This is an optimization exercise on Yosys and OpenROAD, whose aim is small area, a short achievable clock period and few clock cycles, not a production implementation.
At most, simulation tests tie the RTL to the original design; equivalence was not proved.
Power and IR drop assume default switching activity.

// Sobel
module Sobel (
    input         ap_clk,
    input         ap_rst,
    input         ap_start,
    output        ap_done,
    output        ap_idle,
    output        ap_ready,
    input  [31:0] p_src_mat_rows_read,
    input  [31:0] p_src_mat_cols_read,
    output [11:0] p_src_mat_data_V_address0,
    output        p_src_mat_data_V_ce0,
    input  [7:0]  p_src_mat_data_V_q0,
    output [11:0] p_dst_matx_data_V_address0,
    output        p_dst_matx_data_V_ce0,
    output        p_dst_matx_data_V_we0,
    output [7:0]  p_dst_matx_data_V_d0,
    output [11:0] p_dst_maty_data_V_address0,
    output        p_dst_maty_data_V_ce0,
    output        p_dst_maty_data_V_we0,
    output [7:0]  p_dst_maty_data_V_d0
);
For scale: about 1700 cells after synthesis, about 550 flip-flops.
Settings: LEC_CHECK=0, CAP_MARGIN=20, CORE_MARGIN=2, CORE_UTILIZATION=55, CTS_CLUSTER_DIAMETER=70, CTS_CLUSTER_SIZE=28, SETUP_SLACK_MARGIN=2.5, SLEW_MARGIN=20, BUFFER_PORTS_ARGS=-buffer_cell sky130_fd_sc_hd__buf_1; clock period 5.0 ns.
standard.sh (not shown) runs the stock make flow with config.mk's settings and CLKGATE_MAP_FILE= SYNTH_SCRIPT=/design/flow/synth_recipe.tcl, a recipe that flattens the netlist after the stock synthesis.
==> flow/flow/run.sh <==
#!/bin/bash
# Standard layout flow; only the cell used to buffer the ports is chosen
# (sky130_fd_sc_hd__buf_1 instead of the tool's default pick).
set -o pipefail
cp standard.sh standard_sh_copy.log
cp config.mk config_orig.log
echo 'export BUFFER_PORTS_ARGS = -buffer_cell sky130_fd_sc_hd__buf_1' >> config.mk
bash standard.sh > standard_run.log 2>&1
Rerun with:
- CTS_CLUSTER_DIAMETER: 70 -> 80
- CTS_CLUSTER_SIZE: 28 -> 32
- SETUP_SLACK_MARGIN: 2.5 -> 2.7
=>
- The new run completed with no timing, DRC or antenna violations
- power drops by 7.1%
- setup slack gains 0.035 ns
- combinational power climbs by about 6%
- via count is about the same
- cell area stays the same
- sequential share of layout area climbs by 0.20 points
- worst hold slack gains 0.017 ns
- count of clock-buffer cells in the layout drops by 14
- fmax climbs by 1.5%
Rerun with:
- CTS_CLUSTER_DIAMETER: 80 -> 60
- CTS_CLUSTER_SIZE: 32 -> 24
- SETUP_SLACK_MARGIN: 2.7 -> 2.5
Global-route usage goes up by 0.21 points.
Clock skew went up by 0.0047 ns.
Wire length shrinks by 1.7%.
Final area is about the same.
Rerun with:
- CTS_CLUSTER_DIAMETER: 60 -> 80
- CTS_CLUSTER_SIZE: 24 -> 32
Result: The new run went through all stages and came out clean; design area went down by a few percent; total power goes down by a little under a tenth; worst setup slack improved by 0.0045 ns; wire length went down slightly; area after synthesis does not change; core utilization shrinks by 1.4 points; clock skew goes down by 0.011 ns; via count decreases slightly; clock-buffer cell count came out lower by 15.
No functional check of the RTL was part of any run of this note.

========
Sobel, a different RTL version from the one above (not shown whole).
For scale: roughly 1600 cells after synthesis, about 530 flip-flops, roughly 140 I/O pins, ~19000 µm² of cells after synthesis.
Settings: LEC_CHECK=0, CAP_MARGIN=20, CORE_MARGIN=2, CORE_UTILIZATION=55, CTS_CLUSTER_DIAMETER=80, CTS_CLUSTER_SIZE=32, SETUP_SLACK_MARGIN=2.6, SLEW_MARGIN=20, BUFFER_PORTS_ARGS=-buffer_cell sky130_fd_sc_hd__buf_1; clock period 5.0 ns.
Scripts as last shown in full above: flow/flow/run.sh
Testbench counts at the start, summed over its fixed seeds: cycles 82,208.
Then changed:
PLACE_DENSITY = 0.8   (was not set)
SETUP_SLACK_MARGIN = 2.65   (was 2.6)
After rerunning: Total power increases by about 1.7%; setup slack improved by 0.044 ns; area after synthesis stays the same; sequential cell count is unchanged; final area increases by about 0.6%; fmax increases by about 1.9%; critical path depth increases by 1; routed wire length decreases by about 1.3%; non-clock buffer count increases by 4.

========
## try-violet
Another version of the RTL of Sobel (not shown whole).
For scale: about 140 I/O pins.
clock: 5.0 ns
lec_check: 0
cap_margin: 20
core_margin: 2
core_utilization: 55
setup_slack_margin: 2.5
slew_margin: 20
run.sh (not shown) runs the stock make flow with config.mk's settings and CLKGATE_MAP_FILE= SYNTH_SCRIPT=/design/flow/synth_recipe.tcl, a recipe that flattens the netlist after the stock synthesis.
Stock flow here: none of the scripts above is used.
try-violet ran to completion and came out clean on the timing, DRC and antenna checks.
Input changes introduced in try-quartz (baseline for comparison: try-violet):
Settings: setting CTS_CLUSTER_DIAMETER to 60 for the first time; setting CTS_CLUSTER_SIZE to 24 for the first time.
No run among try-quartz and try-violet stopped early or left any final violation; all are clean. In terms of met1 global-route usage, try-violet and try-quartz differ only marginally. Compared with try-violet, try-quartz shows a lower share of the cycle needed by the critical path after routing. Wire: try-quartz routes less than try-violet. Clock group share of total power for try-quartz: 5.6 points down relative to try-violet. On try-quartz: share of the final layout cell area in sequential cells is 1.3 points higher than what try-violet gave. Between try-quartz and try-violet, it is try-quartz whose least setup slack across all paths after layout is higher, by 11 ps. The lower global-route usage came out of try-quartz. Total power in try-quartz is 7.8% below try-violet. More vias were needed by try-violet than by try-quartz. try-violet and try-quartz ended up with roughly the same number of post-CTS setup repair buffers. try-quartz: measured slew at the worst slew-check pin 3.6 ps above try-violet.
Inputs modified between try-quartz and try-yarrow:
Settings: BUFFER_PORTS_ARGS newly set to -buffer_cell sky130_fd_sc_hd__buf_1.
==> flow/flow/run.sh (new file) <==
#!/bin/bash
# Standard layout flow; only the cell used to buffer the ports is chosen
# (sky130_fd_sc_hd__buf_1 instead of the tool's default pick).
set -o pipefail
cp standard.sh standard_sh_copy.log
cp config.mk config_orig.log
echo 'export BUFFER_PORTS_ARGS = -buffer_cell sky130_fd_sc_hd__buf_1' >> config.mk
bash standard.sh > standard_run.log 2>&1
==> flow/standard.sh (new file) <==
#!/bin/bash
# synth_recipe.tcl (not shown) runs the flow's synth.tcl, then flattens the netlist and writes it again
# the make line also repeats each setting of config.mk as NAME=value (left out here)
make -C /OpenROAD-flow-scripts/flow DESIGN_CONFIG=/design/flow/config.mk WORK_HOME=/design/flow/orfs CLKGATE_MAP_FILE= SYNTH_SCRIPT=/design/flow/synth_recipe.tcl "${@:-finish}"
removed: flow/run.sh
### Flow results
Compared with try-quartz, try-yarrow shows a final standard cell area without fillers that is 2.6% lower.
Going from try-quartz to try-yarrow, leakage power summed over all cells shows a reduction of about 4%, smallest setup slack after layout increased by 45 ps relative to the old numbers.
Function was not checked in any run of this note: the RTL went through the layout flow alone.

[separate check: timing with driven ports]
No port has a modelled driver above. Below, the same layouts with a new extraction and two added sets of constraints.
Step 1 assumes that a clkbuf_16 drives the clock port and a buf_2 every other input.
Step 2 moves the port delays by t, midway between the first and last clock arrival at a register: inputs arrive t later, outputs are due t later. That takes back most of the time a late clock gives input paths.
Three values: ideal, step 1, step 2; two values: the first two.
run | shift t [ns] | setup slack, ns | slew at the worst register clock pin (ns)
the first run of note 1 | 0.577 | 2.600 / 2.600 / 2.161 | 0.10 / 0.10
the second run of note 1 | 0.605 | 2.635 / 2.635 / 2.172 | 0.11 / 0.11
the third run of note 1 | 0.595 | 2.603 / 2.603 / 2.149 | 0.09 / 0.09
the fourth run of note 1 | 0.613 | 2.608 / 2.582 / 2.173 | 0.12 / 0.12
the first run of note 2 | 0.597 | 2.628 / 2.609 / 2.126 | 0.11 / 0.11
the second run of note 2 | 0.597 | 2.672 / 2.652 / 2.151 | 0.12 / 0.12
try-violet | 0.624 | 2.397 / 2.397 / 2.066 | 0.07 / 0.07
try-quartz | 0.572 | 2.409 / 2.409 / 2.104 | 0.09 / 0.09
try-yarrow | 0.587 | 2.454 / 2.454 / 2.153 | 0.09 / 0.09
After both steps setup and hold are still met in every run listed. For the second run of note 2, which loses most, drivers alone change the setup slack by -0.020 ns; drivers and shift together by -0.521 ns.
